This design comes from an exercise in tuning for small area on the open sky130 flow, not from production work.
RTL that was checked went through simulation tests only; none was proved equivalent to the original.
Function not checked in run 3: the RTL went through the layout flow alone.
Power and IR drop assume default switching activity.

### design/flow/design.v
module clock_divider (
    input             clk,
    input             rst,
    output reg [19:0] c,
    output reg [6:0]  b,
    output reg [4:0]  a,
    output            tick500,   
    output            sample,    
    output            romstep    
);
function [19:0] inc;
    input [19:0] x;
    integer i;
    reg all;
    begin
        all = 1'b1;
        for (i = 0; i < 20; i = i + 1) begin
            inc[i] = x[i] ^ all;
            all = all & x[i];
        end
    end
endfunction
wire cwrap = c[19] & c[18] & c[17] & c[16] & c[14] & c[9] &
             c[5] & c[4] & c[3] & c[2] & c[1] & c[0];
wire bwrap = b[6] & b[5] & b[4] & b[3] & b[2];
wire awrap = a[4] & a[3];
always @(posedge clk) begin
    if (rst | cwrap)
        c <= 20'd0;
    else
        c <= inc(c);
end
always @(posedge clk) begin
    if (rst | bwrap)
        b <= 7'd0;
    else
        b <= inc({13'd0, b});
end
always @(posedge clk) begin
    if (rst | (bwrap & awrap))
        a <= 5'd0;
    else if (bwrap)
        a <= inc({15'd0, a});
end
assign tick500 = bwrap & ~c[1] & c[0];
assign sample  = bwrap & awrap & ~c[2] & c[1] & c[0];
assign romstep = bwrap & awrap & ~c[3] & c[2] & c[1] & c[0];
endmodule
module seg7(
    input  [3:0] in,
    output [6:0] display
);
wire [3:0] d = in;
assign display[0] = ~(d[3] | (d[2] & d[0]) | (~d[2] & ~d[0]) | d[1]);
assign display[1] = ~((~d[1] & ~d[0]) | ~d[2] | (d[1] & d[0]));
assign display[2] = ~d[2] & d[1] & ~d[0];
assign display[3] = (d[2] & ~d[1] & ~d[0]) | (~d[2] & ~d[1] & d[0]) | (d[2] & d[1] & d[0]);
assign display[4] = (d[2] & ~d[1]) | d[0];
assign display[5] = (~d[2] & d[1]) | (~d[3] & ~d[2] & d[0]) | (d[1] & d[0]);
assign display[6] = (~d[3] & ~d[2] & ~d[1]) | (d[2] & d[1] & d[0]);
endmodule
module rom (
    input  [4:0]  idx,
    output [15:0] rom_x, rom_y, rom_z
);
    reg [15:0] mem [0:31];
    initial begin
        $readmemb("xyz.mem", mem);
    end
    wire [31:0] oh = 32'd1 << idx;
    function [15:0] pick;
        input [31:0] o;
        input integer off;
        integer i;
        reg [15:0] r;
        begin
            r = 16'd0;
            for (i = 0; i < 32; i = i + 1)
                r = r | ({16{o[i]}} & mem[(i + off) % 32]);
            pick = r;
        end
    endfunction
    assign rom_x = pick(oh, 0);
    assign rom_y = pick(oh, 1);
    assign rom_z = pick(oh, 2);
endmodule
module pwm (
    input             clk,
    input             rst,
    input             select,
    input             grab,
    input             tick,       
    input             sample,     
    input             romstep,    
    input      [19:0] counter,
    input      [6:0]  step,       
    input      [15:0] data_x, data_y, data_z,   
    output            out1, out2, out3, out4,
    output reg [19:0] scr_y
);
reg        tinit;    
reg        gsel;     
reg        busy;     
reg [4:0]  idx;      
reg [19:0] scr_x, scr_z;
reg [19:0] tgt_x, tgt_y, tgt_z;
reg [6:0]  dl;       
reg [2:0]  cy;       
always @(posedge clk) begin
    if (rst)
        tinit <= 1'b1;
    else if (tick)
        tinit <= 1'b0;
end
always @(posedge clk) begin
    if (rst)
        idx <= 5'd0;
    else if (romstep) begin
        if (idx == 5'd29)           
            idx <= 5'd0;
        else
            idx <= idx + 5'd3;
    end
end
wire [15:0] rom_x, rom_y, rom_z;
rom romemory (.idx(idx), .rom_x(rom_x), .rom_y(rom_y), .rom_z(rom_z));
wire act_x = busy & (step < 7'd20);
wire act_y = busy & (step >= 7'd20) & (step < 7'd40);
wire act_z = busy & (step >= 7'd40);
wire last  = (step == 7'd19) | (step == 7'd39) | (step == 7'd59);
localparam [63:0] KB = {4'd0, 20'd75000, 20'd75000, 20'd75000};
wire kbit = KB[step[5:0]];
wire sbit = act_x ? scr_x[0] : act_y ? scr_y[0] : scr_z[0];
wire [3:0] sum = sbit + dl[2] + dl[3] + dl[4] + dl[6] + kbit + cy;
always @(posedge clk) begin
    if (rst | sample)
        busy <= 1'b1;
    else if (step == 7'd59)
        busy <= 1'b0;
end
always @(posedge clk) begin
    if (rst | ~busy | last) begin
        dl <= 7'd0;
        cy <= 3'd0;
    end
    else begin
        dl <= {dl[5:0], sbit};
        cy <= sum[3:1];
    end
end
wire        load = rst | sample;
wire [15:0] ix = rst ? 16'd0 : data_x;
wire [15:0] iy = rst ? 16'd0 : data_y;
wire [15:0] iz = rst ? 16'd0 : data_z;
always @(posedge clk) begin
    if (load) begin
        scr_x <= {{4{ix[15]}}, ix};
        scr_y <= {{4{iy[15]}}, iy};
        scr_z <= {{4{iz[15]}}, iz};
    end
    else begin
        scr_x <= {act_x ? sum[0] : scr_x[0], scr_x[19:1]};
        scr_y <= {act_y ? sum[0] : scr_y[0], scr_y[19:1]};
        scr_z <= {act_z ? sum[0] : scr_z[0], scr_z[19:1]};
    end
end
always @(posedge clk) begin
    if (tick) begin
        gsel  <= grab;
        tgt_x <= select ? {4'd0, rom_x} : {scr_x[10:0], scr_x[19:11]};
        tgt_y <= select ? {4'd0, rom_y} : {scr_y[10:0], scr_y[19:11]};
        tgt_z <= select ? {4'd0, rom_z} : {scr_z[10:0], scr_z[19:11]};
    end
end
function lt20;
    input [19:0] p, q;
    integer i;
    reg r;
    begin
        r = 1'b0;
        for (i = 0; i < 20; i = i + 1)
            r = (p[i] ^ q[i]) ? q[i] : r;
        lt20 = r;
    end
endfunction
wire lt_c = lt20(counter, 20'd65000);
wire lt_g = gsel ? lt20(counter, 20'd125000) : lt20(counter, 20'd25000);
assign out1 = tinit ? lt_c : lt20(counter, tgt_x);
assign out2 = tinit ? lt_c : lt20(counter, tgt_y);
assign out3 = tinit ? lt_c : lt20(counter, tgt_z);
assign out4 = tinit ? lt_c : lt_g;
endmodule
module bcd (
    input  [15:0] v,
    output [11:0] d
);
function [3:0] add3;
    input [3:0] d;
    reg ge5;
    begin
        ge5 = d[3] | (d[2] & (d[1] | d[0]));
        add3[3] = ge5;
        add3[2] = (d[2] & ~d[1] & ~d[0]) | (d[3] & d[0]);
        add3[1] = (d[1] & ~d[2]) | (d[2] & d[1] & d[0]) | (d[3] & ~d[0]);
        add3[0] = d[0] ^ ge5;
    end
endfunction
function [11:0] add12;
    input [11:0] a, b;
    input ci;
    integer i;
    reg cy;
    begin
        cy = ci;
        for (i = 0; i < 12; i = i + 1) begin
            add12[i] = a[i] ^ b[i] ^ cy;
            cy = (a[i] & b[i]) | (a[i] & cy) | (b[i] & cy);
        end
    end
endfunction
wire        s = v[15];
wire [15:0] x = v ^ {16{s}};
wire [11:0] t = add12({2'b00, x[9:0]}, {3'b000, x[15:10], 3'b000}, s);
wire [11:0] m = add12(t, {2'b00, x[15:10], 4'b0000}, 1'b0);
reg [11:0] r;
integer i;
always @(*) begin
    r = 12'd0;
    for (i = 11; i >= 0; i = i - 1) begin
        r[3:0]  = add3(r[3:0]);
        r[7:4]  = add3(r[7:4]);
        r[11:8] = add3(r[11:8]);
        r = {r[10:0], m[i]};
    end
end
assign d = r;
endmodule
module accel (
   input                clk,
   input                rst,
   input        [15:0]  data_x,
   input        [15:0]  data_y,
   input        [15:0]  data_z,
   input                select,    
   input                grab,      
   output       [6:0]   HEX0,
   output       [6:0]   HEX1,
   output       [6:0]   HEX2,
   output       [6:0]   HEX3,
   output       [6:0]   HEX4,
   output       [6:0]   HEX5,
   output       [9:0]   LEDR,
   output               servo_x,   
   output               servo_y,   
   output               servo_z,   
   output               servo_g    
   );
wire [19:0] counter;
wire [6:0] step;
wire [4:0] blk;
wire tick, sample, romstep;
clock_divider timebase (
    .clk(clk), .rst(rst), .c(counter), .b(step), .a(blk),
    .tick500(tick), .sample(sample), .romstep(romstep));
wire [19:0] scr_y;
reg         ycvt;    
wire [11:0] bx;
bcd conv (.v(ycvt ? scr_y[15:0] : data_x), .d(bx));
always @(posedge clk)
    ycvt <= sample & ~rst;
reg [9:0] mag_z;
reg any;
integer i;
always @(*) begin
    any = 1'b0;
    for (i = 0; i < 10; i = i + 1) begin
        mag_z[i] = data_z[i] ^ (data_z[15] & any);
        any = any | data_z[i];
    end
end
reg [11:0] dig_x;    
reg        signx;
reg [7:0]  dig_y;    
reg [9:0]  led_z;    
always @(posedge clk) begin
    if (rst) begin
        dig_x <= 12'd0;
        signx <= 1'b0;
        dig_y <= 8'd0;
        led_z <= 10'd0;
    end
    else begin
        if (sample) begin
            dig_x <= bx;
            signx <= data_x[15];
            led_z <= mag_z;
        end
        if (ycvt)
            dig_y <= bx[11:4];
    end
end
wire [7:0] show_y = ycvt ? bx[11:4] : dig_y;
seg7 s0 (.in(dig_x[3:0]),  .display(HEX0));
seg7 s1 (.in(dig_x[7:4]),  .display(HEX1));
seg7 s2 (.in(dig_x[11:8]), .display(HEX2));
seg7 s4 (.in(show_y[3:0]), .display(HEX4));
seg7 s5 (.in(show_y[7:4]), .display(HEX5));
assign HEX3 = {1'b1, signx, signx, signx, 2'b00, signx};
assign LEDR = led_z;
pwm control (
    .clk(clk), .rst(rst), .select(select), .grab(grab),
    .tick(tick), .sample(sample), .romstep(romstep), .counter(counter),
    .step(step), .data_x(data_x), .data_y(data_y), .data_z(data_z),
    .out1(servo_x), .out2(servo_y), .out3(servo_z), .out4(servo_g),
    .scr_y(scr_y));
endmodule
### design/flow/xyz.mem
0110000111101000
1111101000110000
0110110001100100
1111110001000000
0110000101100000
1111101010111000
0110010010100000
1111000111110000
0110101101010100
1111110111110100
0110111111010000
1111111111010100
0110100111110000
1111010110111000
0110110111101000
1111100111101000
0110010110100000
1111010011100000
0110110011001000
1111110010100000
0110110100101000
1111010100110000
0110111001111000
1111010111011000
0110001001001000
1111000110010000
0110001101110000
1111010110111000
0110001100110000
1111010110101000
0000000000000000
0000000000000000
### design/flow/flow/run.sh
#!/bin/bash
# Layout flow: the standard ORFS flow (standard.sh) with three changes
# that only affect how small the layout comes out:
#  - synthesis is the standard flow's own script, except that ABC maps the logic with an
#    area recipe (flow/area.abc: deepsyn, choices, area mapping);
#  - every port still gets a buffer, but the smallest one (buf_1);
#  - clock tree: clkbuf_4 buffers, small sink clusters, no dummy
#    loads.
# Each tool's full output goes to the ORFS logs and to flow.log here.
set -euo pipefail
WORK=$PWD

# synth_recipe.tcl with ABC's -script argument pointed at flow/area.abc
{
    echo 'proc abc {args} {'
    echo '    set i [lsearch -exact $args -script]'
    echo "    if {\$i >= 0} { lset args [expr {\$i + 1}] {$WORK/flow/area.abc} }"
    echo '    yosys abc {*}$args'
    echo '}'
    cat "$WORK/synth_recipe.tcl"
} > "$WORK/flow_synth.tcl"

bash "$WORK/standard.sh" \
    "SYNTH_SCRIPT=$WORK/flow_synth.tcl" \
    CORE_UTILIZATION=65 PLACE_DENSITY=0.75 \
    "BUFFER_PORTS_ARGS=-buffer_cell sky130_fd_sc_hd__buf_1" \
    "CTS_ARGS=-sink_clustering_enable -repair_clock_nets -dont_use_dummy_load -buf_list sky130_fd_sc_hd__clkbuf_4 -sink_clustering_size 10 -sink_clustering_max_diameter 50" \
    finish > "$WORK/flow.log" 2>&1
### design/flow/flow/area.abc
strash
&get -n
&deepsyn -I 10 -J 20
&dch -f
&nf -R 1000 -p -F 8 -A 8 -E 100
&put
topo
### design/flow/standard.sh
#!/bin/bash
# synth_recipe.tcl (not shown) runs the flow's synth.tcl, then flattens the netlist and writes it again
# the make line also repeats each setting of config.mk as NAME=value (left out here)
make -C /OpenROAD-flow-scripts/flow DESIGN_CONFIG=/design/flow/config.mk WORK_HOME=/design/flow/orfs CLKGATE_MAP_FILE= SYNTH_SCRIPT=/design/flow/synth_recipe.tcl "${@:-finish}"
### design/flow/config.mk
export PLATFORM = sky130hd
export DESIGN_NAME = accel
export DESIGN_NICKNAME = accel
export VERILOG_FILES = /design/flow/design.v
export SDC_FILE = /design/flow/constraint.sdc
export NUM_CORES = 4
export LEC_CHECK = 0
export CAP_MARGIN = 20
export CORE_MARGIN = 2
export CORE_UTILIZATION = 40
export SLEW_MARGIN = 20
### design/flow/constraint.sdc
create_clock -name core_clock -period 25.0 [get_ports {clk}]
set_input_delay 5.0000 -clock core_clock [delete_from_list [all_inputs] [get_ports {clk}]]
set_output_delay 5.0000 -clock core_clock [all_outputs]
set_load 0.01 [all_outputs]
==> results.cfg, run 1 <==
[cts]
cts_buffers = 25
cts_tree = done
root_buffer = clkbuf_4
cts_max_level = 1
clkTransAtPathRegs_ps = 110
clock_latency_ps = 660
cts.repair.resized = 0
cts_sinks = 202
clock_path_buffers = 3
cts_hold_buf = 0
postCtsSetupRepairBufs = 0

[routing]
first_pass_iters = 6
route.detailed.wl_per_inst_um = 20.62
viasPerCell = 6.458
routed.top_layer = met5
dr_total_vias = 9939
wl_met3_um = 3329
met1_length_um = 12490
met2_length_um = 14320
drc = 0
drt_iter0_markers = 1056
ant_nets = 0
wl_um = 31730

[setup_path]
criticalPathCategory = primary input to primary output
critical_path.slowest_cell = fa_1
crit_path_frequent_cell = fa_1
end_kind = primary output
critical_path.startpoint_type = primary input
worstPathArrival_ps = 16290
cp_max_fo = 15
required_ps = 20000
critPathMaxStageDelay_ps = 530

[final_layout]
final_cell_mix = dfxtp_1 (141), nor2_1 (121), nand2_1 (115)
n_fill_cell = 1242
multi_input_area_um2 = 5871
nets = 1434
layout-drive-gt1-share = 0.02885
final_common_cell = dfxtp_1
final-seq-area_um2 = 4654
layout-area-overhead-vs-synth_pct = 8.130
design_area_um2 = 11750

[timing]
hold_viol = 0
timing.slew.headroom = 0.3672
tightest_slew_ps = 949.2
setup_violations = 0
period_share = 0.8514
fmax_ghz = 0.04698
setup_slack_ps = 3714
setup-tns-final_ps = 0
skew_ps = 46.39
rsz0062_at_grt = false
finalMaxSlewViolations = 0
fin_crit_ps = 21290

[place]
place_area_um2 = 11560
post-place-ws_ps = 3811
dp_hpwl_um = 23970
io_buffers = 104
gp_congestion = 0.9865

[global_route]
grt_max_degree = 77
grt_pass1_vias = 9411
grt_antenna_before_repair = 4
grt_usage = 0.3517
grt_pass1_wl_um = 49160
grt_remaining_overflow = 0

[yosys]
syn-cell-area_um2 = 10870
synth_ff_type = dfxtp_1
synthArstFlopShare = 0
syn_avg_cell_area_um2 = 9.161
synth.distinct_cells = 60
yosysWarnings = 5
ys_seq_area_frac = 0.4284
synth_edf_count = 61
ys_ff_latch = 202
synth_cells = 1186

[die]
dieArea_um2 = 17770
io_pins = 108
rows = 47
coreArea_um2 = 16470
start_util = 0.6599
die_h_um = 133.3
die_w_um = 133.3

[power]
p_leak_nw = 4.440
total_power_mw = 1.258
vdd_drop_max_uv = 226.6
p_per_area_nw_per_um2 = 107.1

[flow_run]
cap_violations = 0

[outcome]
status = timing/DRC/antenna clean

[hold_path]
hp-class = register to register
==> flip-flops by register name, indices dropped and copies added, names as in the netlist, 3 cells and up <==
signal,count
control.tgt_x,20
control.tgt_z,20
control.scr_x,20
control.scr_z,20
timebase.c,20
control.dl,7
led_z,10
control.cy,3
control.tgt_y,20
timebase.b,7
timebase.a,5
control.idx,5
control.scr_y,20
dig_x,12
dig_y,8
==> routing by layer <==
metal / up-vias / GRT usage
li1: 4576 / -
met1: 4682 / 0.4606
met2: 549 / 0.5593
met3: 128 / 0.08219
met4: 4 / 0.1572
met5: - / 0
==> Yosys cell counts, types with 13 or more instances <==
cell / instances / area (um^2)
o22ai_1: 28 / 175.2
edfxtp_1: 61 / 1832
nand2b_1: 21 / 131.4
a22o_1: 39 / 341.6
nor2_1: 122 / 457.9
a21oi_1: 43 / 215.2
ha_1: 50 / 625.6
nor3_1: 24 / 120.1
clkinv_1: 81 / 304.0
o21ai_0: 91 / 455.4
maj3_1: 18 / 180.2
nand3_1: 27 / 135.1
nor4_1: 14 / 87.58
fa_1: 13 / 260.3
nor2b_1: 53 / 331.6
xor2_1: 14 / 122.6
nand4_1: 13 / 81.33
a31oi_1: 13 / 81.33
a22oi_1: 14 / 105.1
xnor2_1: 22 / 192.7
mux2i_1: 25 / 250.2
dfxtp_1: 141 / 2823
nand2_1: 115 / 431.7
and2_0: 21 / 131.4
==> final cells by class <==
class / count / area share
Tap cell: 220 / 0.02343
Timing Repair Buffer: 112 / 0.03845
Clock buffer: 25 / 0.01597
Antenna cell: 2 / 0.0004260
Inverter: 81 / 0.02588
Multi-Input combinational cell: 897 / 0.4997
Sequential cell: 202 / 0.3962
==> stage by stage <==
stage | hold slack (ps) | cells | utilization
final | 405.6 | 1539 | 0.7135
after global placement | 410.3 | 1512 | 0.7018
after global routing | 446.7 | 1538 | 0.7134
after CTS | 422.9 | 1537 | 0.7132
after detailed placement | 426.6 | 1512 | 0.7018
after floorplan | 407.2 | 1187 | -
==> final timing paths <==
path,slack [ps],end,startpoint,cells after the start
worst max-delay path,3710,HEX5[5],data_x[15],51
worst min-delay path,410,control.scr_z[15],control.scr_z[16],2
worst max register to register,13720,dig_y[1],ycvt,47
worst min register to register,410,control.scr_z[15],control.scr_z[16],2
==> critical path: cells and delay by family <==
| family | cells | cell delay (ps) |
|---|---|---|
| XOR/XNOR | 6 | 1270 |
| AND/OR/NAND/NOR | 15 | 2530 |
| buffers and inverters | 8 | 960 |
| multiplexers | 2 | 600 |
| AO/OA/AOI/OAI | 10 | 2410 |
| adder cells (fa/ha/maj) | 10 | 3500 |
==> power breakdown <==
part           total (mW)  internal [mW]  switching [mW]
clock network       0.148         0.0459           0.102
logic               0.772          0.301           0.470
registers           0.339          0.337         0.00163
==> cell families after synthesis <==
family,after synthesis,synth area share
AND/OR/NAND/NOR,439,0.1947
AO/OA/AOI/OAI,312,0.1922
flip-flops,202,0.4284
buffers and inverters,88,0.03282
adder cells (fa/ha/maj),81,0.09811
XOR/XNOR,36,0.02902
multiplexers,26,0.02407
other,2,0.0006912
==> inputs of run 2 (changes only) <==
--- a/design/flow/flow/run.sh
+++ b/design/flow/flow/run.sh
@@ -4,3 +4,4 @@
 #  - synthesis is the standard flow's own script, except that ABC maps the logic with an
-#    area recipe (flow/area.abc: deepsyn, choices, area mapping);
+#    area recipe (flow/area.abc: two rounds of deepsyn, choices and area
+#    mapping);
 #  - every port still gets a buffer, but the smallest one (buf_1);
==> design/flow/flow/area.abc (replaced) <==
strash
&get -n
&deepsyn -I 10 -J 20
&dch -f
&nf -R 1000 -p -F 8 -A 8 -E 100
&put
strash
&get -n
&deepsyn -I 10 -J 20
&dch -f
&nf -R 1000 -p -F 8 -A 8 -E 100
&put
topo
==> run 2 against run 1 <==
Compared with the run above:
- synthesized cell count is the same
- highest routed layer is now met4
- critical path type unchanged
- clock skew grew 25 ps
- fmax is 2.1% higher
==> results.cfg, run 2 <==
[cts]
clock_path_buffers = 3
clkTransAtPathRegs_ps = 110
clock_latency_ps = 660
cts_hold_buf = 0
cts_sinks = 202
cts_buffers = 25
cts_max_level = 1
cts.repair.resized = 0
postCtsSetupRepairBufs = 0
root_buffer = clkbuf_4
cts_tree = done

[yosys]
synth_most_common_cell = dfxtp_1
yosysTopAreaCell = dfxtp_1
ys_seq_area_frac = 0.4284
synth_cells = 1186
synth_top_area_frac = 0.2598
syn-cell-area_um2 = 10860
yosysWarnings = 5
synth.distinct_cells = 62
synthTopCellsByCount = dfxtp_1 (141), nand2_1 (135), nor2_1 (103)
synth_ff_type = dfxtp_1
syn_avg_cell_area_um2 = 9.160
synth_edf_count = 61
ys_ff_latch = 202
synth.area.top_cells = dfxtp_1 (26%), edfxtp_1 (17%), ha_1 (5.8%)
synthArstFlopShare = 0

[place]
dp_hpwl_um = 22760
post-place-ws_ps = 4299
io_buffers = 104
place_area_um2 = 11580
gp_congestion = 1.040
numPlacedInstances = 1515

[setup_path]
critical_path.slowest_cell = fa_1
r2r-start = ycvt
critPathMaxStageDelay_ps = 530
r2r-end = dig_y[1]
criticalPathCategory = primary input to primary output
end_kind = primary output
required_ps = 20000
cp_max_fo = 15
worst-path-buf-inv = 7
crit_family = adder cells
critical_path.startpoint_type = primary input
worstPathArrival_ps = 15860
r2r_slack_ps = 13510
reg2regPathDepth = 49

[routing]
dr_total_vias = 9821
viasPerCell = 6.373
wl_um = 30330
drt_iter0_markers = 815
first_pass_iters = 6
drc = 0
route.detailed.wl_per_inst_um = 19.68
ant_nets = 0

[timing]
fin_crit_ps = 20860
setup_violations = 0
tightest_slew_ps = 905.0
fmax_ghz = 0.04794
finalMaxSlewViolations = 0
setup-tns-final_ps = 0
setup_slack_ps = 4142
hold_viol = 0
timing.slew.headroom = 0.3903
period_share = 0.8343
rsz0062_at_grt = false
skew_ps = 71.85

[global_route]
grt_max_degree = 79
grt_pass1_vias = 9269
grt_antenna_before_repair = 1
grt_remaining_overflow = 0
grt_pass1_wl_um = 47740
grt_usage = 0.3376

[final_layout]
fin_cells = 1541
design_area_um2 = 11770
nets = 1437
layout-area-overhead-vs-synth_pct = 8.315
final_common_cell = dfxtp_1
layout-drive-gt1-share = 0.03106
final_cell_mix = dfxtp_1 (141), nand2_1 (135), buf_1 (103)

[die]
coreArea_um2 = 16470
die_h_um = 133.3
rows = 47
io_pins = 108
die_w_um = 133.3
start_util = 0.6598
dieArea_um2 = 17760

[hold_path]
hp-class = register to register
min-delay-start = control.scr_x[13]
hold_path_end = control.scr_x[12]
min_delay_path_depth = 1

[flow_run]
cap_violations = 0

[power]
p_leak_nw = 4.556
vdd_drop_max_uv = 364.9
total_power_mw = 1.241
p_per_area_nw_per_um2 = 105.4

[outcome]
status = timing/DRC/antenna clean
## run 2: cell count changes in the layout (fill, tap and decap cells not counted), moves of 8 or more
cell,before,now
nor2b_1,53,66
nand2_1,115,135
maj3_1,18,10
a41oi_1,3,12
nor2_1,121,102
a31oi_1,13,2
a22oi_1,14,23
nor4_1,14,6
## run 2: kinds of logic (layout without fill, tap and decap cells)
group,count (synthesis),in the layout,synth area share
DFF,202,202,0.4284
other,2,4,0.0006913
and+or+nand+nor,434,434,0.1927
AOI/OAI and AO/OA,325,325,0.2012
xor gates and xnor gates,33,33,0.02660
muxes,29,29,0.02683
adders and majority gates,73,73,0.09075
buffers and inverters,88,221,0.03282
## run 2: routing by layer
layer  track usage  wire length, um
met5             0                0
met1        0.4366            12230
met4        0.1070             1023
met2        0.5773            14490
met3       0.06164             2586
## run 2: how the worst max path moves through the flow
stage | slack [ps] | cells past startpoint | startpoint | endpoint
5_1_grt | 3370 | 53 | data_x[15] | HEX5[0]
4_1_cts | 4300 | 53 | data_x[15] | HEX5[0]
6_report | 4140 | 53 | data_x[15] | HEX5[0]
3_5_place_dp | 4300 | 53 | data_x[15] | HEX5[0]
2_1_floorplan | 4690 | 50 | data_x[15] | HEX5[0]
3_3_place_gp | 4930 | 53 | data_x[15] | HEX5[0]
## run 2: where the power goes
part / leakage [nW] / internal, mW / switching (mW) / total [mW]
logic: 2.76 / 0.266 / 0.489 / 0.756
registers: 1.68 / 0.337 / 0.00129 / 0.339
clock network: 0.115 / 0.0459 / 0.101 / 0.147
## run 2: layout make-up
class,instances,area (um^2)
antenna,1,2.502
clock buffer,25,187.7
fill,1260,4698
inverter,81,304.0
multi-input combinational,897,5869
sequential,202,4654
tap,220,275.3
timing repair buffer,115,474.2
## run 2: stage by stage
step / util / hold slack (ps)
detailed placement: 0.7031 / 441.0
global placement: 0.7031 / 418.0
floorplan: - / 413.8
CTS: 0.7145 / 423.7
finish: 0.7147 / 419.4
global route: 0.7147 / 445.1
==> inputs of run 3 (changes only) <==
--- a/design/flow/design.v
+++ b/design/flow/design.v
@@ -181,3 +181,3 @@
         for (i = 0; i < 20; i = i + 1)
-            r = (p[i] ^ q[i]) ? q[i] : r;
+            r = (q[i] & ~p[i]) | (q[i] & r) | (~p[i] & r);
         lt20 = r;
--- a/design/flow/flow/run.sh
+++ b/design/flow/flow/run.sh
@@ -1,7 +1,9 @@
 #!/bin/bash
-# Layout flow: the standard ORFS flow (standard.sh) with three changes
-# that only affect how small the layout comes out:
+# Layout flow: the standard ORFS flow (standard.sh) with these changes,
+# which only affect how small the layout comes out:
 #  - synthesis is the standard flow's own script, except that ABC maps the logic with an
 #    area recipe (flow/area.abc: two rounds of deepsyn, choices and area
-#    mapping);
+#    mapping), and adders are left to ABC instead of being extracted into
+#    fixed full/half-adder cells first (ADDER_MAP_FILE empty);
+#  - placement at 65% core utilization;
 #  - every port still gets a buffer, but the smallest one (buf_1);
@@ -25,2 +27,3 @@
     "SYNTH_SCRIPT=$WORK/flow_synth.tcl" \
+    ADDER_MAP_FILE= \
     CORE_UTILIZATION=65 PLACE_DENSITY=0.75 \
==> run 3 against run 2 <==
Compared with the run above:
- die area shrank 5.9%
- synthesized area shrank 6.0%
- clock power is essentially flat
- non-clock buffer count grew 1
- synthesized cell count shrank 3.5%
- hold slack gained 18 ps
- first-iteration DRC count grew 31%
- combinational power shrank 37%
- worst setup slack gained 860 ps
- sequential cell count is the same
- register-to-register slack gained 1300 ps
- count of clock-buffer cells in the layout is the same
==> results.cfg, run 3 <==
[setup_path]
critical_path.slowest_cell = a211oi_1
criticalPathCategory = primary input to primary output
crit_family = compound AO/OA/AOI/OAI gates
path_depth = 46
crit_path_frequent_cell = nand2_1
required_ps = 20000
end_kind = primary output
reg2regPathDepth = 41
worstPathArrival_ps = 14990
critPathMaxStageDelay_ps = 750
critical_path.startpoint_type = primary input
cp_max_fo = 12
worst-path-buf-inv = 4

[routing]
route.detailed.wl_per_inst_um = 18.11
wl_um = 27030
viasPerCell = 6.235
ant_nets = 0
drt_iter0_markers = 1071
dr_total_vias = 9302
first_pass_iters = 6
drc = 0

[timing]
period_share = 0.7998
setup_violations = 0
finalMaxSlewViolations = 0
hold_viol = 0
timing.slew.headroom = 0.2600
setup-tns-final_ps = 0
skew_ps = 60.77
rsz0062_at_grt = false
fin_crit_ps = 19990
tightest_slew_ps = 1100
fmax_ghz = 0.05002

[cts]
cts_max_level = 1
clock_path_buffers = 3
cts_buffers = 25
clock_latency_ps = 660
root_buffer = clkbuf_4
cts_sinks = 202
clkTransAtPathRegs_ps = 100
cts.repair.resized = 0
cts_tree = done
cts_hold_buf = 0
postCtsSetupRepairBufs = 0

[yosys]
yosysTopAreaCell = dfxtp_1
synth_cells = 1145
yosysWarnings = 5
synth.area.top_cells = dfxtp_1 (28%), edfxtp_1 (18%), nand2_1 (4.9%)
synth_edf_count = 61
synth_most_common_cell = dfxtp_1
ys_ff_latch = 202
syn-cell-area_um2 = 10210
synthArstFlopShare = 0
ys_seq_area_frac = 0.4559
synthTopCellsByCount = dfxtp_1 (141), nand2_1 (132), nor2_1 (115)
synth_top_area_frac = 0.2765
synth.distinct_cells = 59
syn_avg_cell_area_um2 = 8.916
synth_ff_type = dfxtp_1

[die]
die_w_um = 129.3
dieArea_um2 = 16720
rows = 45
die_h_um = 129.3
coreArea_um2 = 15260
start_util = 0.6690
io_pins = 108

[place]
io_buffers = 104
gp_congestion = 0.9899
dp_hpwl_um = 19560

[global_route]
grt_remaining_overflow = 0
grt_pass1_vias = 8185
grt_max_degree = 61
grt_usage = 0.3194
grt_pass1_wl_um = 42350
grt_antenna_before_repair = 1

[power]
p_leak_nw = 3.811
vdd_drop_max_uv = 143.0
p_per_area_nw_per_um2 = 86.64

[final_layout]
finish.utilization = 0.7278
nets = 1334
layout-drive-gt1-share = 0.03203
layout-area-overhead-vs-synth_pct = 8.776
final_cell_mix = dfxtp_1 (141), nand2_1 (132), nor2_1 (114)
final_common_cell = dfxtp_1

[flow_run]
cap_violations = 0

[outcome]
status = timing/DRC/antenna clean

[hold_path]
min_delay_path_depth = 2
hp-class = register to register
[run 3: final timing paths]
kind,startpoint,to,slack [ps]
max reg2reg,ycvt,dig_y[1],14840
min reg2reg,control.scr_x[16],control.scr_x[15],440
min,control.scr_x[16],control.scr_x[15],440
max,data_x[15],HEX5[1],5010
[run 3: through the flow]
step	instance area (um^2)	setup WS (ps)	total power, mW	std cells	hold WS [ps]
2_1_floorplan	10210	6403	0.7223	1146	413.8
3_3_place_gp	10910	6011	0.7990	1466	423.7
3_5_place_dp	10910	5382	0.8130	1466	424.5
4_1_cts	11100	5298	0.9573	1491	435.9
5_1_grt	11100	3935	1.036	1492	450.6
6_report	11100	5006	0.9621	1492	437.0
[run 3: report_power, final]
group | internal, mW | total, mW | switching (mW)
Clock | 0.0459 | 0.148 | 0.102
Sequential | 0.337 | 0.338 | 0.00126
Combinational | 0.170 | 0.476 | 0.306
[run 3: worst min-delay path, cell delays in order (launching register included)]
cell     delay (ps)
dfxtp_1         320
nand2_1          50
nand2_1          40
[run 3: cell type report]
cell class	count	area, um^2
multi-input combinational	878	5293
sequential	202	4654
fill	1215	4154
timing repair buffer	116	481.7
tap	211	264.0
inverter	59	221.5
clock buffer	25	187.7
antenna	1	2.502
[run 3: kinds of logic after synthesis]
kind of cell,count (synthesis),synth area share
xor+xnor,56,0.04805
simple gates,429,0.1976
mux,26,0.02586
other cells,2,0.0007357
flops,202,0.4559
buf+inv,66,0.02684
fa+ha+maj,15,0.01471
compound gates,349,0.2303
[run 3: routing by layer]
| layer | vias to the layer above | GRT usage | routed length (um) |
|---|---|---|---|
| met5 | - | 0 | 0 |
| met4 | 0 | 0.1081 | 880 |
| met3 | 63 | 0.03468 | 1788 |
| met2 | 374 | 0.5136 | 12350 |
| met1 | 4375 | 0.4535 | 12010 |
| li1 | 4490 | - | - |
==> inputs of run 4 (changes only) <==
--- a/design/flow/design.v
+++ b/design/flow/design.v
@@ -181,3 +181,3 @@
         for (i = 0; i < 20; i = i + 1)
-            r = (q[i] & ~p[i]) | (q[i] & r) | (~p[i] & r);
+            r = (p[i] ^ q[i]) ? q[i] : r;
         lt20 = r;
==> run 4 against run 3 <==
Compared with the run above:
- still clean
- die area is 0.34% lower
- first-iteration DRC count is 25% lower
- cell count is 0.67% lower
- clock power hardly changed
- worst setup slack worse by 720 ps
- utilization is 0.24 points lower
- critical path depth is 1 higher
- count of clock-buffer cells in the layout is 1 higher
- register-to-register slack worse by 540 ps
- non-clock buffer count is 1 lower
- critical endpoint is now HEX4[5]
- highest routed layer unchanged
==> results.cfg, run 4 <==
[outcome]
status = timing/DRC/antenna clean

[yosys]
yosysTopAreaCell = dfxtp_1
ys_ff_latch = 202
synth.distinct_cells = 65
synth_most_common_cell = dfxtp_1
yosysWarnings = 5
synth_xor_area_frac = 0.04305
synth_fa_ha_area_frac = 0.01574
ys_seq_area_frac = 0.4576
synth.area.top_cells = dfxtp_1 (28%), edfxtp_1 (18%), nand2_1 (4.9%)
synth_top_area_frac = 0.2775
synth-simple-area-share = 0.2132
synth_ff_type = dfxtp_1
syn-cell-area_um2 = 10170
syn_avg_cell_area_um2 = 8.962
synthArstFlopShare = 0
synth_compound_area_frac = 0.2235
synthTopCellsByCount = dfxtp_1 (141), nand2_1 (132), nor2_1 (120)
synth_mux_area_frac = 0.02485
synth_edf_count = 61
synth_top_family_by_area = compound AO/OA/AOI/OAI gates
synth_cells = 1135

[die]
io_pins = 108
start_util = 0.6667
dieArea_um2 = 16670
rows = 45
coreArea_um2 = 15260
die_w_um = 129.1
die_h_um = 129.1

[final_layout]
final_common_cell = dfxtp_1
layout-area-overhead-vs-synth_pct = 8.807
layout-drive-gt1-share = 0.03228
final_cell_mix = dfxtp_1 (141), nand2_1 (132), nor2_1 (119)
nets = 1324

[setup_path]
r2r-start = ycvt
r2r_slack_ps = 14300
critical_path.slowest_cell = mux2i_1
worstPathArrival_ps = 15720
r2r-end = dig_y[3]
reg2regPathDepth = 43
crit_start = data_x[15]
critical_path.startpoint_type = primary input
crit_path_frequent_cell = nor2_1
required_ps = 20000
end_kind = primary output
criticalPathCategory = primary input to primary output
cp_max_fo = 10
critPathMaxStageDelay_ps = 790

[timing]
timing.slew.headroom = 0.2690
setup_violations = 0
setup-tns-final_ps = 0
fin_crit_ps = 20720
rsz0062_at_grt = false
period_share = 0.8287
skew_ps = 80.09
fin_hold_ws_ps = 437.5
hold_viol = 0
tightest_slew_ps = 1066
fmax_ghz = 0.04827
finalMaxSlewViolations = 0

[power]
p_leak_nw = 3.934
swShare = 0.4237
pwr-share-seq = 0.346
power_frac_clock = 0.155
p_int_uw = 563.4
switchingPower_uw = 414.2
pwr-share-comb = 0.499
p_per_area_nw_per_um2 = 88.32
vdd_drop_max_uv = 239.6
total_power_uw = 977.6

[hold_path]
hold_path_end = control.dl[6]
hp-class = register to register
min-delay-start = control.dl[5]
min_delay_path_depth = 1

[global_route]
grt_antenna_before_repair = 1
grt_usage = 0.3285
grt_max_degree = 82
grt_pass1_vias = 8466
grt_remaining_overflow = 0
grt_pass1_wl_um = 43270

[routing]
wl_um = 28150
ant_nets = 0
drc = 0
first_pass_iters = 8
dr_total_vias = 9535
viasPerCell = 6.434
route.detailed.wl_per_inst_um = 19.00
drt_iter0_markers = 800

[cts]
cts_sinks = 202
clkTransAtPathRegs_ps = 90
clock_path_buffers = 3
postCtsSetupRepairBufs = 0
cts_max_level = 1
clock_latency_ps = 670
cts_buffers = 26
cts_tree = done
cts.repair.resized = 0
cts_hold_buf = 0
root_buffer = clkbuf_4

[place]
dp_hpwl_um = 20200
io_buffers = 104
gp_congestion = 1.008

[flow_run]
cap_violations = 0
-- run 4: changes by cell type after synthesis, sizes merged, moves of 5 or more --
cell and delta:
xor2 -6, a211oi +7, o21a -5, o211ai -7, nor2b -6, o21ai -18, nor2 +5, nor4 +8
and2 +6, a21oi +5, clkinv -15
-- run 4: per-stage QoR --
step | util | setup slack [ps] | std cells | area [um^2]
finish | 0.7254 | 4283 | 1482 | 11070
global route | 0.7254 | 3283 | 1482 | 11070
CTS | 0.7252 | 4478 | 1481 | 11070
detailed placement | 0.7124 | 4483 | 1455 | 10870
global placement | 0.7124 | 5122 | 1455 | 10870
floorplan | - | 5808 | 1136 | 10180
-- run 4: worst max-delay path by stage --
stage               slack (ps)  cells past startpoint      end
global route              3280                     48  HEX4[5]
CTS                       4480                     47  HEX4[5]
global placement          5120                     47  HEX4[5]
detailed placement        4480                     47  HEX4[5]
floorplan                 5810                     45  HEX4[5]
finish                    4280                     47  HEX4[5]
-- run 4: critical path, delay by kind of cell --
family | cells | cell delay [ps]
AOI/OAI and AO/OA | 15 | 3520
xor gates and xnor gates | 5 | 950
adders and majority gates | 3 | 1210
buffers and inverters | 2 | 250
muxes | 3 | 1180
and+or+nand+nor | 19 | 3590
-- run 4: cells by family after synthesis --
logic type | Yosys count
compound gates | 334
flops | 202
xor+xnor | 50
buf+inv | 51
mux | 25
other cells | 2
simple gates | 455
fa+ha+maj | 16
-- run 4: power by group through the flow --
stage	logic (mW)	registers, mW	clock network (mW)
after floorplan	0.385	0.347	0
after global placement	0.463	0.346	0
after detailed placement	0.477	0.346	0
after CTS	0.480	0.339	0.154
after global routing	0.538	0.339	0.165
final	0.488	0.339	0.151
-- run 4: final cells by class --
| type | instances | area, um^2 |
|---|---|---|
| Antenna cell | 1 | 2.502 |
| Clock buffer | 26 | 195.2 |
| Fill cell | 1218 | 4190 |
| Inverter | 44 | 165.2 |
| Multi-Input combinational cell | 883 | 5313 |
| Sequential cell | 202 | 4654 |
| Tap cell | 211 | 264.0 |
| Timing Repair Buffer | 115 | 474.2 |
-- run 4: routing by layer --
metal  track usage  vias to the layer above  share of wire
met5             0                        -              0
met4        0.1279                        0          0.041
met3       0.05037                      101          0.083
met2        0.5350                      509           0.46
met1        0.4434                     4438           0.42
li1              -                     4487              -
==> inputs of run 5 (changes only) <==
--- a/design/flow/flow/run.sh
+++ b/design/flow/flow/run.sh
@@ -7,3 +7,3 @@
 #    fixed full/half-adder cells first (ADDER_MAP_FILE empty);
-#  - placement at 65% core utilization;
+#  - placement at 75% core utilization;
 #  - every port still gets a buffer, but the smallest one (buf_1);
@@ -28,3 +28,3 @@
     ADDER_MAP_FILE= \
-    CORE_UTILIZATION=65 PLACE_DENSITY=0.75 \
+    CORE_UTILIZATION=75 PLACE_DENSITY=0.85 \
     "BUFFER_PORTS_ARGS=-buffer_cell sky130_fd_sc_hd__buf_1" \
==> run 5 against run 4 <==
Compared with the run above:
- utilization increased by 11 points
- critical path depth unchanged
- sequential cell count unchanged
- largest cell class unchanged
- global-route usage increased by 7.7 points
- still clean
==> results.cfg, run 5 <==
[outcome]
status = timing/DRC/antenna clean

[routing]
drc = 0
dr_total_vias = 9919
viasPerCell = 6.850
ant_nets = 0
drt_iter0_markers = 1387
route.detailed.wl_per_inst_um = 20.68
first_pass_iters = 7
wl_um = 29940

[timing]
hold_viol = 0
finalMaxSlewViolations = 0
period_share = 0.8470
setup_slack_ps = 3825
timing.slew.headroom = 0.2813
skew_ps = 44.98
setup_violations = 0
fmax_ghz = 0.04723
fin_crit_ps = 21180
tightest_slew_ps = 1048
rsz0062_at_grt = false
setup-tns-final_ps = 0

[yosys]
synth_most_common_cell = dfxtp_1
synth_cells = 1135
synth_ff_type = dfxtp_1
synth_edf_count = 61
syn_avg_cell_area_um2 = 8.962
syn-cell-area_um2 = 10170
yosysTopAreaCell = dfxtp_1
synth.distinct_cells = 65
synth.area.top_cells = dfxtp_1 (28%), edfxtp_1 (18%), nand2_1 (4.9%)
synthTopCellsByCount = dfxtp_1 (141), nand2_1 (132), nor2_1 (120)
yosysWarnings = 5
synth_top_area_frac = 0.2775
synthArstFlopShare = 0
ys_seq_area_frac = 0.4576
ys_ff_latch = 202

[cts]
clock_path_buffers = 3
clkTransAtPathRegs_ps = 110
clock_latency_ps = 640
cts_buffers = 25
postCtsSetupRepairBufs = 0
cts_sinks = 202
cts_max_level = 1
cts_hold_buf = 0
root_buffer = clkbuf_4
cts_tree = done
cts.repair.resized = 0

[hold_path]
hp-class = register to register

[place]
numPlacedInstances = 1422
place_area_um2 = 10840
gp_congestion = 1.041
post-place-ws_ps = 4459
io_buffers = 104
dp_hpwl_um = 21360

[setup_path]
required_ps = 20000
worstPathArrival_ps = 16180
critical_path.startpoint_type = primary input
criticalPathCategory = primary input to primary output
crit_path_frequent_cell = nor2_1
cp_max_fo = 10
critical_path.slowest_cell = mux2i_1
critPathMaxStageDelay_ps = 780
end_kind = primary output

[die]
die_h_um = 120.5
start_util = 0.7681
coreArea_um2 = 13240
die_w_um = 120.5
rows = 42
dieArea_um2 = 14510
io_pins = 108

[final_layout]
final_cell_mix = dfxtp_1 (141), nand2_1 (132), nor2_1 (119)
nets = 1325
layout-area-overhead-vs-synth_pct = 8.450
final_common_cell = dfxtp_1
fin_cells = 1448
layout-drive-gt1-share = 0.03304
design_area_um2 = 11030
finish.utilization = 0.8331
n_fill_cell = 803

[global_route]
grt_pass1_wl_um = 46870
grt_usage = 0.4056
grt_remaining_overflow = 0
grt_max_degree = 87
grt_pass1_vias = 9110
grt_antenna_before_repair = 1

[power]
vdd_drop_max_uv = 350.3
pwr-share-seq = 0.342
p_leak_nw = 3.942
swShare = 0.4324
switchingPower_uw = 427.9
power_frac_clock = 0.149
p_int_uw = 561.7
p_per_area_nw_per_um2 = 89.70
pwr-share-comb = 0.509

[flow_run]
cap_violations = 0
==> run 5: cell counts after synthesis <==
No cell type changed its count.
==> run 5: final timing paths <==
kind	cells past startpoint	slack [ps]	to	from
worst max register to register	43	13830	dig_y[3]	ycvt
worst max-delay path	47	3820	HEX4[5]	data_x[15]
worst min register to register	2	430	control.scr_z[18]	control.scr_z[19]
worst min-delay path	2	430	control.scr_z[18]	control.scr_z[19]
==> run 5: stage by stage <==
step / power (mW) / hold slack, ps
finish: 0.9896 / 433.4
global route: 1.053 / 450.7
CTS: 0.9684 / 428.7
detailed placement: 0.8192 / 428.9
global placement: 0.8003 / 412.7
floorplan: 0.7315 / 407.2
==> run 5: layout make-up <==
cell class / instances / area [um^2] / area share
multi-input cells: 883 / 5313 / 0.4816
flip-flops and latches: 202 / 4654 / 0.4219
repair buffers: 117 / 489.2 / 0.04435
well taps: 176 / 220.2 / 0.01996
clock buffers: 25 / 187.7 / 0.01701
inverters: 44 / 165.2 / 0.01497
diodes: 1 / 2.502 / 0.0002268
==> run 5: logic make-up after synthesis <==
kind of cell / synth area share
xor+xnor: 0.04305
flops: 0.4576
compound gates: 0.2235
buf+inv: 0.02140
simple gates: 0.2132
fa+ha+maj: 0.01574
mux: 0.02485
other cells: 0.0007383
==> run 5: power groups by stage <==
| stage | combinational (mW) | sequential [mW] | clock, mW |
|---|---|---|---|
| after floorplan | 0.385 | 0.347 | 0 |
| after global placement | 0.454 | 0.346 | 0 |
| after detailed placement | 0.473 | 0.346 | 0 |
| after CTS | 0.483 | 0.339 | 0.146 |
| after global routing | 0.552 | 0.339 | 0.162 |
| final | 0.504 | 0.339 | 0.147 |
==> run 5: worst max-delay path, delay by kind of cell <==
kind | cells | cell delay (ps)
and+or+nand+nor | 19 | 3750
AOI/OAI and AO/OA | 15 | 3690
adders and majority gates | 3 | 1250
muxes | 3 | 1210
xor gates and xnor gates | 5 | 1000
buffers and inverters | 2 | 260
==> run 5: routing by layer <==
| layer | vias up | track usage | share of wire |
|---|---|---|---|
| met5 | - | 0 | 0 |
| met4 | 0 | 0.1664 | 0.050 |
| met3 | 150 | 0.06132 | 0.11 |
| met2 | 725 | 0.6709 | 0.47 |
| met1 | 4558 | 0.5357 | 0.37 |
| li1 | 4486 | - | - |
==> inputs of run 6 (changes only) <==
--- a/design/flow/flow/run.sh
+++ b/design/flow/flow/run.sh
@@ -7,3 +7,3 @@
 #    fixed full/half-adder cells first (ADDER_MAP_FILE empty);
-#  - placement at 75% core utilization;
+#  - placement at 80% core utilization;
 #  - every port still gets a buffer, but the smallest one (buf_1);
@@ -28,3 +28,3 @@
     ADDER_MAP_FILE= \
-    CORE_UTILIZATION=75 PLACE_DENSITY=0.85 \
+    CORE_UTILIZATION=80 PLACE_DENSITY=0.9 \
     "BUFFER_PORTS_ARGS=-buffer_cell sky130_fd_sc_hd__buf_1" \
==> run 6 against run 5 <==
Compared with the run above:
- still clean on timing, DRC and antenna
- fmax is 0.22% lower
- clock skew up 8.7 ps
- utilization up 4.4 points
- worst setup slack lost 47 ps
- first-iteration DRC count up 14%
- final area fell by 0.44%
- hold slack improved by 0.91 ps
- synthesized cell count did not move
- combinational power is 4.8% higher
- cell count decreased by 0.76%
- critical endpoint unchanged
- largest cell class unchanged
- largest power group unchanged
- highest routed layer unchanged
==> results.cfg, run 6 <==
[outcome]
status = timing/DRC/antenna clean

[routing]
dr_total_vias = 10110
wl_um = 30680
first_pass_iters = 8
ant_nets = 0
drc = 0
viasPerCell = 7.038
drt_iter0_markers = 1587
route.detailed.wl_per_inst_um = 21.35

[yosys]
synthTopCellsByCount = dfxtp_1 (141), nand2_1 (132), nor2_1 (120)
synthArstFlopShare = 0
yosysTopAreaCell = dfxtp_1
syn_avg_cell_area_um2 = 8.962
yosysWarnings = 5
syn-cell-area_um2 = 10170
synth_most_common_cell = dfxtp_1
synth_ff_type = dfxtp_1
synth.distinct_cells = 65
synth_edf_count = 61
synth.area.top_cells = dfxtp_1 (28%), edfxtp_1 (18%), nand2_1 (4.9%)
ys_seq_area_frac = 0.4576
synth_top_area_frac = 0.2775
synth_cells = 1135
ys_ff_latch = 202

[global_route]
grt_usage = 0.4480
grt_pass1_wl_um = 47270
grt_antenna_before_repair = 0
grt_max_degree = 87
grt_remaining_overflow = 0
grt_pass1_vias = 9274

[cts]
cts_tree = done
cts_hold_buf = 0
clock_path_buffers = 3
clock_latency_ps = 670
cts_sinks = 202
clkTransAtPathRegs_ps = 100
cts.repair.resized = 0
postCtsSetupRepairBufs = 0
cts_buffers = 24
cts_max_level = 1
root_buffer = clkbuf_4

[setup_path]
worstPathArrival_ps = 16220
crit_family = simple AND/OR/NAND/NOR gates
crit_path_frequent_cell = nor2_1
cp_max_fo = 10
criticalPathCategory = primary input to primary output
critical_path.startpoint_type = primary input
critPathMaxStageDelay_ps = 580
required_ps = 20000
worst-path-buf-inv = 2
critical_path.slowest_cell = mux2i_2
end_kind = primary output

[power]
p_leak_nw = 3.915
vdd_drop_max_uv = 285.8
p_per_area_nw_per_um2 = 92.60

[timing]
fmax_ghz = 0.04712
finalMaxSlewViolations = 0
fin_crit_ps = 21220
setup_violations = 0
skew_ps = 53.72
period_share = 0.8489
hold_viol = 0
setup-tns-final_ps = 0
rsz0062_at_grt = false
tightest_slew_ps = 1011
timing.slew.headroom = 0.3206
fin_hold_ws_ps = 434.3

[final_layout]
final_cell_mix = dfxtp_1 (141), nand2_1 (132), nor2_1 (119)
finish.utilization = 0.8774
final-seq-area_um2 = 4654
layout-area-overhead-vs-synth_pct = 7.970
layout-drive-gt1-share = 0.02925
diodes = 0
n_fill_cell = 647
nets = 1319
final_common_cell = dfxtp_1
multi_input_area_um2 = 5316

[die]
coreArea_um2 = 12520
rows = 41
die_w_um = 116.8
dieArea_um2 = 13630
io_pins = 108
start_util = 0.8127
die_h_um = 116.8

[place]
gp_congestion = 1.063
dp_hpwl_um = 21320
io_buffers = 104

[hold_path]
hp-class = register to register

[flow_run]
cap_violations = 0
run 6: worst reg2reg max path: cells and delay by family, from the launching register on:
| kind | cells | cell delay [ps] |
|---|---|---|
| AO/OA/AOI/OAI | 15 | 3890 |
| buffers and inverters | 1 | 390 |
| adder cells (fa/ha/maj) | 3 | 1260 |
| flip-flops | 1 | 330 |
| XOR/XNOR | 4 | 910 |
| AND/OR/NAND/NOR | 18 | 3540 |
| multiplexers | 2 | 940 |
run 6: where the power goes:
group / internal, mW / leakage [nW] / switching [mW] / total (mW)
clock network: 0.0441 / 0.110 / 0.105 / 0.149
logic: 0.178 / 2.11 / 0.350 / 0.528
registers: 0.338 / 1.70 / 0.00262 / 0.340
run 6: path summary, 6_finish.rpt:
kind | cells past startpoint | start | end | slack (ps)
max reg2reg | 43 | ycvt | dig_y[3] | 13680
max | 47 | data_x[15] | HEX4[5] | 3780
min reg2reg | 1 | control.scr_x[9] | control.scr_x[8] | 430
min | 1 | control.scr_x[9] | control.scr_x[8] | 430
run 6: area by class of cell:
class | instances | area share
Multi-Input combinational cell | 883 | 0.4841
Sequential cell | 202 | 0.4238
Timing Repair Buffer | 112 | 0.04113
Tap cell | 172 | 0.01959
Clock buffer | 24 | 0.01640
Inverter | 44 | 0.01504
run 6: stage by stage:
| stage | instance area (um^2) | worst slack [ps] | total power [mW] | instances |
|---|---|---|---|---|
| CTS | 10980 | 3916 | 0.9890 | 1437 |
| global route | 10980 | 3026 | 1.069 | 1437 |
| floorplan | 10180 | 5808 | 0.7315 | 1136 |
| finish | 10980 | 3778 | 1.017 | 1437 |
| global placement | 10800 | 5133 | 0.7964 | 1413 |
| detailed placement | 10800 | 4114 | 0.8336 | 1413 |
run 6: routing by layer:
metal | vias to the layer above | GRT usage | wire length, um
met5 | - | 0 | 0
met4 | 0 | 0.2298 | 1901
met3 | 200 | 0.09600 | 3796
met2 | 882 | 0.7437 | 14270
met1 | 4575 | 0.5533 | 10720
li1 | 4456 | - | -
run 6: cell families after synthesis:
logic type | after synthesis | synth area share
fa+ha+maj | 16 | 0.01574
compound gates | 334 | 0.2235
mux | 25 | 0.02485
flops | 202 | 0.4576
buf+inv | 51 | 0.02140
other cells | 2 | 0.0007383
simple gates | 455 | 0.2132
xor+xnor | 50 | 0.04305
==> inputs of run 7 (changes only) <==
--- a/design/flow/flow/run.sh
+++ b/design/flow/flow/run.sh
@@ -7,3 +7,4 @@
 #    fixed full/half-adder cells first (ADDER_MAP_FILE empty);
-#  - placement at 80% core utilization;
+#  - placement at 65% core utilization, not timing driven (the clock period
+#    leaves ample slack), so it adds no buffers of its own;
 #  - every port still gets a buffer, but the smallest one (buf_1);
@@ -28,3 +29,3 @@
     ADDER_MAP_FILE= \
-    CORE_UTILIZATION=80 PLACE_DENSITY=0.9 \
+    CORE_UTILIZATION=65 PLACE_DENSITY=0.75 GPL_TIMING_DRIVEN=0 \
     "BUFFER_PORTS_ARGS=-buffer_cell sky130_fd_sc_hd__buf_1" \
==> run 7 against run 6 <==
Compared with the run above:
- utilization down 14 points
- clock skew down 7.7 ps
- sequential share of layout area down 0.84 points
- largest power group unchanged
- clock power up 4%
- synthesized area unchanged
- wire length down 10%
- sequential cell count unchanged
==> results.cfg, run 7 <==
[outcome]
status = timing/DRC/antenna clean

[yosys]
yosysWarnings = 5
synth.area.top_cells = dfxtp_1 (28%), edfxtp_1 (18%), nand2_1 (4.9%)
synth_most_common_cell = dfxtp_1
synth.distinct_cells = 65
ys_seq_area_frac = 0.4576
yosysTopAreaCell = dfxtp_1
synth_ff_type = dfxtp_1
synth_cells = 1135
synthTopCellsByCount = dfxtp_1 (141), nand2_1 (132), nor2_1 (120)
synth_top_area_frac = 0.2775
synthArstFlopShare = 0
syn-cell-area_um2 = 10170
synth_edf_count = 61
syn_avg_cell_area_um2 = 8.962
ys_ff_latch = 202

[global_route]
grt_pass1_vias = 8544
grt_max_degree = 54
grt_pass1_wl_um = 43730
grt_antenna_before_repair = 1
grt_remaining_overflow = 0
grt_usage = 0.3278

[timing]
rsz0062_at_grt = false
tightest_slew_ps = 1035
fin_hold_ws_ps = 413.4
hold_viol = 0
fin_crit_ps = 20860
period_share = 0.8345
setup_violations = 0
finalMaxSlewViolations = 0
timing.slew.headroom = 0.3102
setup_slack_ps = 4138
setup-tns-final_ps = 0
fmax_ghz = 0.04793
skew_ps = 46.03

[setup_path]
criticalPathCategory = primary input to primary output
r2r-end = dig_y[3]
reg2regPathDepth = 42
cp_max_fo = 10
critPathMaxStageDelay_ps = 640
crit_family = simple AND/OR/NAND/NOR gates
end_kind = primary output
worstPathArrival_ps = 15860
path_depth = 47
crit_start = data_x[15]
r2r_slack_ps = 13840
crit_path_frequent_cell = nor2_1
r2r-start = ycvt
critical_path.slowest_cell = mux2i_2
critical_path.startpoint_type = primary input
endpoint = HEX4[5]
worst-path-buf-inv = 2
required_ps = 20000

[die]
die_w_um = 129.1
coreArea_um2 = 15260
start_util = 0.6667
rows = 45
die_h_um = 129.1
dieArea_um2 = 16670
io_pins = 108

[cts]
cts_hold_buf = 0
cts_buffers = 27
cts_sinks = 202
clock_path_buffers = 3
root_buffer = clkbuf_4
postCtsSetupRepairBufs = 0
cts_max_level = 1
cts_tree = done
clock_latency_ps = 670
cts.repair.resized = 0
clkTransAtPathRegs_ps = 110

[routing]
viasPerCell = 6.280
drt_iter0_markers = 854
drc = 0
dr_total_vias = 9332
route.detailed.wl_per_inst_um = 18.49
wl_um = 27470
ant_nets = 0
first_pass_iters = 10

[hold_path]
min-delay-start = control.scr_y[16]
hp-class = register to register

[power]
p_per_area_nw_per_um2 = 90.48
vdd_drop_max_uv = 392.1
p_leak_nw = 3.993
total_power_mw = 1.014

[final_layout]
n_fill_cell = 1216
design_area_um2 = 11210
finish.utilization = 0.7345
layout-area-overhead-vs-synth_pct = 10.17
final-seq-area_um2 = 4656
layout-drive-gt1-share = 0.03768
final_common_cell = dfxtp_1
multi_input_area_um2 = 5320
final_cell_mix = dfxtp_1 (140), nand2_1 (132), nor2_1 (119)
nets = 1328
fin_cells = 1486

[place]
numPlacedInstances = 1457
io_buffers = 104
place_area_um2 = 10990
dp_hpwl_um = 19850
post-place-ws_ps = 4160
gp_congestion = 0.9743

[flow_run]
cap_violations = 0
## run 7: cell counts after synthesis
No cell type changed its count.
## run 7: cells by family (layout without fill, tap and decap cells)
logic type | after synthesis | in the layout | synth area share
AOI/OAI and AO/OA | 334 | 334 | 0.2235
xor gates and xnor gates | 50 | 50 | 0.04305
adders and majority gates | 16 | 16 | 0.01574
buffers and inverters | 51 | 189 | 0.02140
DFF | 202 | 202 | 0.4576
muxes | 25 | 25 | 0.02485
other | 2 | 4 | 0.0007383
and+or+nand+nor | 455 | 455 | 0.2132
## run 7: final cells by class
class | count | area share
Tap cell | 211 | 0.02356
Sequential cell | 202 | 0.4154
Antenna cell | 1 | 0.0002233
Buffer | 7 | 0.004689
Multi-Input combinational cell | 883 | 0.4747
Timing Repair Buffer | 111 | 0.04845
Clock buffer | 27 | 0.01809
Inverter | 44 | 0.01485
## run 7: tightest hold or removal path, stage by stage (launching register included)
cell and delay [ps]:
dfxtp_1 310, nand2_1 50, nand2_1 40
## run 7: power by group
| group | internal, mW | switching, mW |
|---|---|---|
| combinational | 0.180 | 0.340 |
| clock | 0.0495 | 0.105 |
| sequential | 0.337 | 0.00255 |
| total | 0.567 | 0.447 |
## run 7: worst min path at each step
stage / cells past startpoint / slack [ps] / endpoint
finish: 2 / 410 / control.scr_y[15]
global route: 2 / 430 / control.scr_x[18]
CTS: 2 / 410 / control.scr_y[15]
detailed placement: 1 / 420 / control.dl[1]
global placement: 1 / 410 / control.dl[6]
floorplan: 1 / 410 / control.dl[1]
## run 7: layer usage
| layer | track usage | up-vias | part of all wire |
|---|---|---|---|
| met1 | 0.4504 | 4376 | 0.43 |
| met3 | 0.05863 | 70 | 0.080 |
| met5 | 0 | - | 0 |
| met4 | 0.1029 | 0 | 0.031 |
| li1 | - | 4495 | - |
| met2 | 0.5310 | 391 | 0.46 |
==> inputs of run 8 (changes only) <==
==> design/flow/flow/run.sh (replaced) <==
#!/bin/bash
set -euo pipefail
WORK=$PWD

# synth_recipe.tcl with ABC's -script argument pointed at flow/area.abc
{
    echo 'proc abc {args} {'
    echo '    set i [lsearch -exact $args -script]'
    echo "    if {\$i >= 0} { lset args [expr {\$i + 1}] {$WORK/flow/area.abc} }"
    echo '    yosys abc {*}$args'
    echo '}'
    cat "$WORK/synth_recipe.tcl"
} > "$WORK/flow_synth.tcl"

bash "$WORK/standard.sh" \
    "SYNTH_SCRIPT=$WORK/flow_synth.tcl" \
    SYNTH_HIERARCHICAL=1 \
    "BUFFER_PORTS_ARGS=-buffer_cell sky130_fd_sc_hd__buf_1" \
    "CTS_ARGS=-sink_clustering_enable -repair_clock_nets -dont_use_dummy_load -buf_list sky130_fd_sc_hd__clkbuf_4 -sink_clustering_size 8 -sink_clustering_max_diameter 40" \
    finish > "$WORK/flow.log" 2>&1
==> design/flow/flow/area.abc (replaced) <==
strash
&get -n
&deepsyn -I 10 -J 20
&dch -f
&nf -R 1000 -p -F 8 -A 8 -E 100
&put
topo
==> run 8 against run 7 <==
Compared with the run above:
- sequential share of layout area shrank 3.0 points
- highest routed layer unchanged
- critical path depth up 4
- die area up 72%
- sequential power about the same
- critical path type unchanged
- still clean
- critical endpoint unchanged
- non-clock buffer count up 3
- via count fell by 2.9%
- utilization decreased by 29 points
- synthesized area up 7.4%
==> results.cfg, run 8 <==
[outcome]
status = timing/DRC/antenna clean

[setup_path]
critical_path.slowest_cell = mux2_1
path_depth = 51
crit_family = adder cells
worst-path-buf-inv = 6
critPathMaxStageDelay_ps = 680
required_ps = 20000
cp_max_fo = 16
end_kind = primary output
reg2regPathDepth = 44
critical_path.startpoint_type = primary input
worstPathArrival_ps = 16370
criticalPathCategory = primary input to primary output

[routing]
drt_iter0_markers = 758
wl_um = 29050
viasPerCell = 5.642
ant_nets = 0
dr_total_vias = 9066
route.detailed.wl_per_inst_um = 18.08
drc = 0
first_pass_iters = 6

[cts]
cts_buffers = 38
cts.repair.resized = 0
root_buffer = clkbuf_4
cts_max_level = 2
cts_sinks = 202
cts_tree = done
clock_latency_ps = 640
postCtsSetupRepairBufs = 0
clkTransAtPathRegs_ps = 90
clock_path_buffers = 3
cts_hold_buf = 0

[power]
pwr-share-seq = 0.264
swShare = 0.4534
p_per_area_nw_per_um2 = 106.2
switchingPower_uw = 581.2
vdd_drop_max_uv = 225.7
power_frac_clock = 0.142
pwr-share-comb = 0.594
p_int_uw = 700.8
p_leak_nw = 4.705
total_power_mw = 1.282

[yosys]
synth_ff_type = dfxtp_1
syn_avg_cell_area_um2 = 9.762
synth_cells = 1119
yosysWarnings = 11
ys_ff_latch = 202
synth_edf_count = 61
syn-cell-area_um2 = 10920
ys_seq_area_frac = 0.4261
synthArstFlopShare = 0
synth_top_area_frac = 0.2584
synth.area.top_cells = dfxtp_1 (26%), edfxtp_1 (17%), mux2_1 (7.4%)
synthTopCellsByCount = dfxtp_1 (141), nand2_1 (91), nor2_1 (76)
yosysTopAreaCell = dfxtp_1
synth_most_common_cell = dfxtp_1
synth.distinct_cells = 60

[hold_path]
hp-class = register to register
min_delay_path_depth = 2

[global_route]
grt_max_degree = 61
grt_antenna_before_repair = 1
grt_pass1_wl_um = 46730
grt_pass1_vias = 8579
grt_remaining_overflow = 0
grt_usage = 0.2062

[die]
start_util = 0.4065
io_pins = 108
die_w_um = 169.3
rows = 60
die_h_um = 169.3
dieArea_um2 = 28650
coreArea_um2 = 26880

[timing]
setup_violations = 0
setup-tns-final_ps = 0
fin_hold_ws_ps = 396.8
skew_ps = 66.83
fin_crit_ps = 21370
tightest_slew_ps = 986.1
period_share = 0.8548
finalMaxSlewViolations = 0
timing.slew.headroom = 0.3354
hold_viol = 0
rsz0062_at_grt = false
fmax_ghz = 0.04680

[final_layout]
final_common_cell = dfxtp_1
nets = 1373
layout-drive-gt1-share = 0.04901
layout-area-overhead-vs-synth_pct = 10.51
final_cell_mix = dfxtp_1 (141), buf_1 (103), nand2_1 (91)
fin_cells = 1607
design_area_um2 = 12070

[flow_run]
cap_violations = 0

[place]
gp_congestion = 0.9080
dp_hpwl_um = 21210
io_buffers = 104
place_area_um2 = 11790
numPlacedInstances = 1568
run 8: cell count changes after synthesis, sizes merged, moves of 15 or more:
cell    delta
mux2      +70
nor2      -44
nand2     -41
ha        +40
nor2b     +35
clkinv    +26
a21oi     -23
mux2i     -19
nand2b    -18
maj3      -16
nor3      -15
o21ai     -15
run 8: kinds of logic after synthesis:
family / synth area share
flip-flops: 0.4261
AND/OR/NAND/NOR: 0.1594
AO/OA/AOI/OAI: 0.1990
XOR/XNOR: 0.02806
other: 0.001031
multiplexers: 0.07788
buffers and inverters: 0.03711
adder cells (fa/ha/maj): 0.07147
run 8: through the flow:
stage                     worst slack, ps  utilization
after floorplan                      4854            -
after global placement               4089       0.4385
after detailed placement             3642       0.4385
after CTS                            3588       0.4491
after global routing                 2386       0.4492
final                                3630       0.4492
run 8: final timing paths:
| check | from | endpoint | slack, ps |
|---|---|---|---|
| worst max register to register | control.scr_y[15] | dig_y[1] | 13960 |
| worst min-delay path | control.scr_z[18] | control.scr_z[17] | 400 |
| worst max-delay path | data_x[15] | HEX4[5] | 3630 |
| worst min register to register | control.scr_z[18] | control.scr_z[17] | 400 |
run 8: Yosys stat by module, one instance, submodules excluded:
module | cell area [um^2] | times used | flip-flops and latches | cells inside
bcd | 1167 | 1 | 0 | 171
rom | 884.6 | 1 | 0 | 160
accel | 1363 | 1 | 32 | 120
clock_divider | 1282 | 1 | 32 | 114
seg7 | 72.57 | 5 | 0 | 14
pwm | 5864 | 1 | 138 | 484
run 8: cell type report:
cell class | count | area (um^2)
Sequential cell | 202 | 4654
Inverter | 70 | 262.8
Clock buffer | 38 | 285.3
Antenna cell | 1 | 2.502
Fill cell | 2638 | 14800
Timing Repair Buffer | 121 | 519.2
Multi-Input combinational cell | 834 | 5922
Tap cell | 341 | 426.7
run 8: power groups by stage:
stage	Clock [mW]	Sequential, mW	Combinational, mW
after floorplan	0	0.345	0.628
after global placement	0	0.346	0.738
after detailed placement	0	0.346	0.761
after CTS	0.190	0.338	0.764
after global routing	0.202	0.339	0.878
final	0.181	0.339	0.762
run 8: routing by layer:
| metal | share of wire | GRT usage |
|---|---|---|
| met5 | 0 | 0 |
| met1 | 0.47 | 0.2952 |
| met4 | 0.025 | 0.06466 |
| met3 | 0.061 | 0.03242 |
| met2 | 0.44 | 0.3200 |
run 8: worst register-to-register path, delay by kind of cell, from the launching register on:
kind | cells | cell delay, ps
and+or+nand+nor | 15 | 2260
DFF | 1 | 430
buffers and inverters | 3 | 270
adders and majority gates | 11 | 3850
AOI/OAI and AO/OA | 6 | 1790
xor gates and xnor gates | 7 | 1220
muxes | 2 | 1070

-- separate check: timing with driven ports --
Ports are ideal in the flow. The routed layouts listed here were re-timed in OpenROAD.
Step 1, drivers: a clkbuf_16 drives clk and a buf_2 each remaining input, both assumed.
Step 2, shift: input delay + t, output delay - t, t = (earliest + latest rising clock arrival at the registers) / 2. This alone moves slack from input paths to output paths.
Three values: ideal ports, drivers, drivers and shift; two values: the first two.
run	t (ns)	setup WS [ns]	latest minus earliest clock arrival (ns)	slew at the worst register clock pin (ns)	pins driven straight from the clock port
run 1	0.674	3.714 / 3.694 / 3.694	0.051 / 0.052	0.11 / 0.11	1
run 2	0.668	4.142 / 4.121 / 4.121	0.072 / 0.072	0.11 / 0.11	1
run 3	0.664	5.006 / 4.981 / 4.981	0.061 / 0.061	0.11 / 0.11	1
run 4	0.672	4.283 / 4.261 / 4.261	0.081 / 0.080	0.11 / 0.11	1
run 5	0.651	3.825 / 3.805 / 3.805	0.045 / 0.045	0.11 / 0.11	1
run 6	0.678	3.778 / 3.751 / 3.751	0.058 / 0.057	0.12 / 0.12	1
run 7	0.688	4.138 / 4.109 / 4.109	0.048 / 0.048	0.11 / 0.11	1
run 8	0.649	3.630 / 3.601 / 3.601	0.067 / 0.067	0.09 / 0.09	1
After both steps setup and hold are still met in every run listed.
